What follows belongs to an exercise in optimizing a design on an open flow for small area; a production flow would make more cautious choices. Only simulation tests tie the RTL to the original design; equivalence was not proved. The clock port is modelled as an ideal driver; clocking choices that lean on that would not hold on a real chip.

## 05-18
// LighthouseTimer
module LighthouseTimer #(
		parameter COUNTER_WIDTH = 32,
		parameter CLOCKS_PER_US = 16
	) (
		input envelope,
		input data,
		input clk,
		input reset,
		output [COUNTER_WIDTH-1:0] sync_A_time,
		output [COUNTER_WIDTH-1:0] sync_B_time,
		output [COUNTER_WIDTH-1:0] sweep_time,
		output complete
		);
	localparam DW = 18;
	localparam PW = 16;
	localparam LW = 17;
	localparam TIMEOUT_SYNC_A = 4300*CLOCKS_PER_US;
	localparam TIMEOUT_SYNC_B = 600*CLOCKS_PER_US;
	localparam TIMEOUT_SWEEP = 7000*CLOCKS_PER_US;
	localparam SYNC_PULSE_MIN = 62*CLOCKS_PER_US;
	function [LW-1:0] lfsrStep(input [LW-1:0] s);
		lfsrStep = {s[LW-2:0], ~(s[16] ^ s[13])};
	endfunction
	localparam [LW-1:0] AT_SWEEP = 17'h175f5;
	localparam PULSE_SYNC_A = 2'b10;
	localparam PULSE_SYNC_B = 2'b11;
	localparam PULSE_SWEEP = 2'b01;
	localparam PULSE_SYNC_A_DONE = 2'b00;
	localparam PHASE_WAIT = 2'b00;
	localparam PHASE_TIME_PULSE = 2'b01;
	localparam PHASE_PULSE_COMPLETE = 2'b10;
	localparam PHASE_TIMEOUT = 2'b11;
	reg [1:0] pulse;
	reg [1:0] phase;
	reg prev;
	wire riseDetected = envelope & ~prev;
	wire fallDetected = ~envelope & prev;
	reg [LW-1:0] delay;
  ...
Size in the first run: roughly 380 cells after synthesis, ~76 flip-flops, about 100 I/O pins.
==> module LighthouseTimer, before the edit <==
module LighthouseTimer #(
		parameter COUNTER_WIDTH = 32,
		parameter CLOCKS_PER_US = 16
	) (
		input envelope,
		input data,
		input clk,
		input reset,
		output [COUNTER_WIDTH-1:0] sync_A_time,
		output [COUNTER_WIDTH-1:0] sync_B_time,
		output [COUNTER_WIDTH-1:0] sweep_time,
		output complete
		);
	localparam DW = 18;
	localparam PW = 16;
	localparam LW = 17;
	localparam TIMEOUT_SYNC_A = 4300*CLOCKS_PER_US;
	localparam TIMEOUT_SYNC_B = 600*CLOCKS_PER_US;
	localparam TIMEOUT_SWEEP = 7000*CLOCKS_PER_US;
	localparam SYNC_PULSE_MIN = 62*CLOCKS_PER_US;
	function [LW-1:0] lfsrStep(input [LW-1:0] s);
		lfsrStep = {s[LW-2:0], ~(s[16] ^ s[13])};
	endfunction
	localparam [LW-1:0] AT_SWEEP = 17'h175f5;
	localparam PULSE_SYNC_A = 2'b10;
	localparam PULSE_SYNC_B = 2'b11;
	localparam PULSE_SWEEP = 2'b01;
	localparam PULSE_SYNC_A_DONE = 2'b00;
	localparam PHASE_WAIT = 2'b00;
	localparam PHASE_TIME_PULSE = 2'b01;
	localparam PHASE_PULSE_COMPLETE = 2'b10;
	localparam PHASE_TIMEOUT = 2'b11;
	reg [1:0] pulse;
	reg [1:0] phase;
	reg prev;
	wire riseDetected = envelope & ~prev;
	wire fallDetected = ~envelope & prev;
	reg [LW-1:0] delay;
	reg delayReset;
	reg pastSweep;
	reg [DW-1:0] track;
	reg [PW-1:0] widthA;
	reg [PW-1:0] widthB;
	reg pulseRun;
	reg pulseOdd;
	wire isA = pulse == PULSE_SYNC_A;
	wire isAc = pulse == PULSE_SYNC_A_DONE;
	assign complete = isAc;
	wire isB = pulse == PULSE_SYNC_B;
	wire isS = pulse == PULSE_SWEEP;
	wire timedOut = isB ? track > TIMEOUT_SYNC_B :
		(isS | complete) ? pastSweep : (pastSweep | track > TIMEOUT_SYNC_A);
	wire trackHold = complete | (isS & (pulseOdd | phase == PHASE_PULSE_COMPLETE));
	wire [DW:0] trackCarry;
	assign trackCarry[0] = ~trackHold;
	wire [DW-1:0] trackNext;
	genvar gi;
	generate for (gi = 0; gi < DW; gi = gi + 1) begin : tinc
		assign trackNext[gi] = track[gi] ^ trackCarry[gi];
		assign trackCarry[gi+1] = track[gi] & trackCarry[gi];
	end endgenerate
	wire [PW:0] bCarry;
	assign bCarry[0] = isB & phase == PHASE_TIME_PULSE;
	wire [PW-1:0] widthBNext;
	generate for (gi = 0; gi < PW; gi = gi + 1) begin : binc
		assign widthBNext[gi] = widthB[gi] ^ bCarry[gi];
		assign bCarry[gi+1] = widthB[gi] & bCarry[gi];
	end endgenerate
	wire shortA = track < SYNC_PULSE_MIN - 1;
	wire shortB = widthB < SYNC_PULSE_MIN;
	wire restart = reset |
		(phase == PHASE_WAIT & fallDetected & (isA | isAc)) |
		(phase == PHASE_PULSE_COMPLETE & ((isA & shortA) | (isB & shortB))) |
		(phase == PHASE_TIMEOUT & ~isB);
	wire sweepDone = phase == PHASE_PULSE_COMPLETE & isS;
	assign sync_A_time = {{(COUNTER_WIDTH-PW){1'b0}}, widthA};
	assign sync_B_time = {{(COUNTER_WIDTH-PW){1'b0}}, widthB & {PW{~isB}}};
	assign sweep_time = {{(COUNTER_WIDTH-DW){1'b0}}, track & {DW{complete}}};
	always @(posedge clk) begin
		prev <= envelope;
		if (delayReset) begin
			delay <= {LW{1'b0}};
			pastSweep <= 1'b0;
		end else begin
			delay <= lfsrStep(delay);
			if (delay == AT_SWEEP) pastSweep <= 1'b1;
		end
		if ((delayReset & ~complete) | (restart & complete))
			track <= {DW{1'b0}};
		else
			track <= trackNext;
		pulseOdd <= pulseRun & ~pulseOdd;
		if (restart)
			widthB <= {PW{1'b0}};
		else
			widthB <= widthBNext;
		if (restart)
			widthA <= {PW{1'b0}};
		else if (phase == PHASE_PULSE_COMPLETE & isA)
			widthA <= trackNext[PW-1:0];
		delayReset <= restart | sweepDone;
		if (reset)
			pulseRun <= 1'b0;
		else if (phase == PHASE_WAIT & fallDetected)
			pulseRun <= 1'b1;
		else if (phase == PHASE_TIME_PULSE & riseDetected)
			pulseRun <= 1'b0;
		else if (restart)
			pulseRun <= 1'b0;
		if (reset)
			phase <= PHASE_WAIT;
		else case (phase)
			PHASE_WAIT:
				if (timedOut)
					phase <= PHASE_TIMEOUT;
				else if (fallDetected)
					phase <= PHASE_TIME_PULSE;
			PHASE_TIME_PULSE:
				if (riseDetected)
					phase <= PHASE_PULSE_COMPLETE;
			default:
				phase <= PHASE_WAIT;
		endcase
		if (restart)
			pulse <= PULSE_SYNC_A;
		else if (phase == PHASE_PULSE_COMPLETE)
			pulse <= isA ? PULSE_SYNC_B : isB ? PULSE_SWEEP : PULSE_SYNC_A_DONE;
		else if (phase == PHASE_TIMEOUT)
			pulse <= PULSE_SWEEP;
	end
endmodule
==> flow/config.mk <==
export PLATFORM = sky130hd
export DESIGN_NAME = LighthouseTimer
export DESIGN_NICKNAME = LighthouseTimer
export VERILOG_FILES = /design/flow/design.v
export SDC_FILE = /design/flow/constraint.sdc
export NUM_CORES = 4
export LEC_CHECK = 0
export CAP_MARGIN = 20
export CORE_MARGIN = 2
export CORE_UTILIZATION = 70
export PLACE_DENSITY = 0.8
export SLEW_MARGIN = 20
==> flow/constraint.sdc <==
create_clock -name core_clock -period 10.0 [get_ports {clk}]
set_input_delay 2.0000 -clock core_clock [delete_from_list [all_inputs] [get_ports {clk}]]
set_output_delay 2.0000 -clock core_clock [all_outputs]
set_load 0.01 [all_outputs]
standard.sh (not shown) runs the stock make flow with config.mk's settings and CLKGATE_MAP_FILE= SYNTH_SCRIPT=/design/flow/synth_recipe.tcl, a recipe that flattens the netlist after the stock synthesis.
==> flow/flow/run.sh <==
#!/bin/bash
# The standard layout (standard.sh: the standard synthesis and ORFS flow), with these
# placement/CTS choices changed:
#  - the tie-low cell is not duplicated per load (one conb_1 drives the constant-zero outputs);
#  - every input and output port still gets its own buffer, but a buf_1 rather than the
#    resizer's default pick;
#  - after global placement, logic cells are sized down to the smallest drive of their
#    family (flow/downsize.tcl); the resizer's repair_design then fixes any slew or
#    capacitance this breaks, and later repair_timing any timing;
#  - CTS inserts no dummy load cells, and after CTS each clock buffer is made as small as
#    keeps every register clock pin's slew at or under 100 ps (flow/clk_downsize.tcl).
# ORFS writes each step's full log under orfs/logs; make's own output goes to standard.log.
set -euo pipefail
export SKIP_REPAIR_TIE_FANOUT=1
export BUFFER_PORTS_ARGS="-buffer_cell sky130_fd_sc_hd__buf_1"
export POST_GLOBAL_PLACE_TCL="$PWD/flow/downsize.tcl"
export CTS_ARGS="-sink_clustering_enable -repair_clock_nets -dont_use_dummy_load"
export POST_CTS_TCL="$PWD/flow/clk_downsize.tcl"
bash standard.sh > standard.log 2>&1
Other scripts of this flow, unchanged in this note and not shown: flow/flow/clk_downsize.tcl, flow/flow/downsize.tcl
The following lists how 04-17 was set up differently from 05-18:
==> flow/design.v, changed modules only <==
module LighthouseTimer #(
		parameter COUNTER_WIDTH = 32,
		parameter CLOCKS_PER_US = 16
	) (
		input envelope,
		input data,
		input clk,
		input reset,
		output [COUNTER_WIDTH-1:0] sync_A_time,
		output [COUNTER_WIDTH-1:0] sync_B_time,
		output [COUNTER_WIDTH-1:0] sweep_time,
		output reg complete
		);
	localparam DW = 18;
	localparam PW = 16;
	localparam LW = 17;
	localparam TIMEOUT_SYNC_A = 4300*CLOCKS_PER_US;
	localparam TIMEOUT_SYNC_B = 600*CLOCKS_PER_US;
	localparam TIMEOUT_SWEEP = 7000*CLOCKS_PER_US;
	localparam SYNC_PULSE_MIN = 62*CLOCKS_PER_US;
	function [LW-1:0] lfsrStep(input [LW-1:0] s);
		lfsrStep = {s[LW-2:0], ~(s[16] ^ s[13])};
	endfunction
	localparam [LW-1:0] AT_SWEEP = 17'h175f5;
	localparam PULSE_SYNC_A = 2'b00;
	localparam PULSE_SYNC_B = 2'b01;
	localparam PULSE_SWEEP = 2'b10;
	localparam PHASE_WAIT = 2'b00;
	localparam PHASE_TIME_PULSE = 2'b01;
	localparam PHASE_PULSE_COMPLETE = 2'b10;
	localparam PHASE_TIMEOUT = 2'b11;
	reg [1:0] pulse;
	reg [1:0] phase;
	reg prev;
	wire riseDetected = envelope & ~prev;
	wire fallDetected = ~envelope & prev;
	reg [LW-1:0] delay;
	reg delayReset;
	reg pastSweep;
	reg [DW-1:0] track;
	reg [PW-1:0] widthA;
	reg [PW-1:0] widthB;
	reg pulseRun;
	reg pulseOdd;
	wire isA = pulse == PULSE_SYNC_A;
	wire isB = pulse == PULSE_SYNC_B;
	wire isS = pulse == PULSE_SWEEP;
	wire timedOut = isB ? track > TIMEOUT_SYNC_B :
		(isS | complete) ? pastSweep : (pastSweep | track > TIMEOUT_SYNC_A);
	wire trackHold = complete | (isS & (pulseOdd | phase == PHASE_PULSE_COMPLETE));
	wire [DW:0] trackCarry;
	assign trackCarry[0] = ~trackHold;
	wire [DW-1:0] trackNext;
	genvar gi;
	generate for (gi = 0; gi < DW; gi = gi + 1) begin : tinc
		assign trackNext[gi] = track[gi] ^ trackCarry[gi];
		assign trackCarry[gi+1] = track[gi] & trackCarry[gi];
	end endgenerate
	wire [PW:0] bCarry;
	assign bCarry[0] = isB & phase == PHASE_TIME_PULSE;
	wire [PW-1:0] widthBNext;
	generate for (gi = 0; gi < PW; gi = gi + 1) begin : binc
		assign widthBNext[gi] = widthB[gi] ^ bCarry[gi];
		assign bCarry[gi+1] = widthB[gi] & bCarry[gi];
	end endgenerate
	wire shortA = track < SYNC_PULSE_MIN - 1;
	wire shortB = widthB < SYNC_PULSE_MIN;
	wire restart = reset |
		(phase == PHASE_WAIT & fallDetected & isA) |
		(phase == PHASE_PULSE_COMPLETE & ((isA & shortA) | (isB & shortB))) |
		(phase == PHASE_TIMEOUT & ~isB);
	wire sweepDone = phase == PHASE_PULSE_COMPLETE & isS;
	assign sync_A_time = {{(COUNTER_WIDTH-PW){1'b0}}, widthA};
	assign sync_B_time = {{(COUNTER_WIDTH-PW){1'b0}}, widthB & {PW{~isB}}};
	assign sweep_time = {{(COUNTER_WIDTH-DW){1'b0}}, track & {DW{complete}}};
	always @(posedge clk) begin
		prev <= envelope;
		if (delayReset) begin
			delay <= {LW{1'b0}};
			pastSweep <= 1'b0;
		end else begin
			delay <= lfsrStep(delay);
			if (delay == AT_SWEEP) pastSweep <= 1'b1;
		end
		if ((delayReset & ~complete) | (restart & complete))
			track <= {DW{1'b0}};
		else
			track <= trackNext;
		pulseOdd <= pulseRun & ~pulseOdd;
		if (restart)
			widthB <= {PW{1'b0}};
		else
			widthB <= widthBNext;
		if (restart)
			widthA <= {PW{1'b0}};
		else if (phase == PHASE_PULSE_COMPLETE & isA)
			widthA <= trackNext[PW-1:0];
		if (restart)
			complete <= 1'b0;
		else if (sweepDone)
			complete <= 1'b1;
		delayReset <= restart | sweepDone;
		if (reset)
			pulseRun <= 1'b0;
		else if (phase == PHASE_WAIT & fallDetected)
			pulseRun <= 1'b1;
		else if (phase == PHASE_TIME_PULSE & riseDetected)
			pulseRun <= 1'b0;
		else if (restart)
			pulseRun <= 1'b0;
		if (reset)
			phase <= PHASE_WAIT;
		else case (phase)
			PHASE_WAIT:
				if (timedOut)
					phase <= PHASE_TIMEOUT;
				else if (fallDetected)
					phase <= PHASE_TIME_PULSE;
			PHASE_TIME_PULSE:
				if (riseDetected)
					phase <= PHASE_PULSE_COMPLETE;
			default:
				phase <= PHASE_WAIT;
		endcase
		if (restart)
			pulse <= PULSE_SYNC_A;
		else if (phase == PHASE_PULSE_COMPLETE)
			pulse <= isA ? PULSE_SYNC_B : isB ? PULSE_SWEEP : PULSE_SYNC_A;
		else if (phase == PHASE_TIMEOUT)
			pulse <= PULSE_SWEEP;
	end
endmodule
[summary]
- Taking 05-18 as the reference, in 04-17 post-route fraction of the period consumed by the critical path now larger; xor and xnor fraction of the mapped netlist area comparable; clock latency on the worst-skew pair comparable; largest stage delay on the critical path now larger.
- Relative to 05-18, synthesized-area fraction occupied by ao, oa, aoi and oai cells increased by 0.96 points in 04-17.
- Relative to 05-18, met3 track demand over resource decreased by 2.6 points in 04-17.
- 04-17 vs 05-18: sum of routed wire segments on met1 down by a little under 10%
- 05-18 -> 04-17: count of input and output buffers delta 0, exact match
- Row total area of multi-input combinational cells: 04-17 higher / 05-18 lower

[port drivers added, routing unchanged]
In the flow no input, the clock included, has a driving cell. The finished layouts below were timed again as built, in two steps. Step 1, drivers: a clkbuf_16 drives clk and a buf_2 each remaining input, both assumed. Step 2 moves the port delays by t, midway between the first and last clock arrival at a register: inputs arrive t later, outputs are due t later. That takes back most of the time a late clock gives input paths. Three values: ideal ports, drivers, drivers and shift; two values: the first two.
run | t, ns | slack for setup (ns) | worst setup path at the end | latest minus earliest clock arrival (ns) | worst data-port slew with drivers (ns)
05-18 | 0.506 | 5.716 / 5.716 / 5.716 | register to register | 0.034 / 0.034 | 0.03
04-17 | 0.493 | 5.420 / 5.420 / 5.420 | register to register | 0.041 / 0.041 | 0.04
After both steps setup and hold are still met in every run listed.
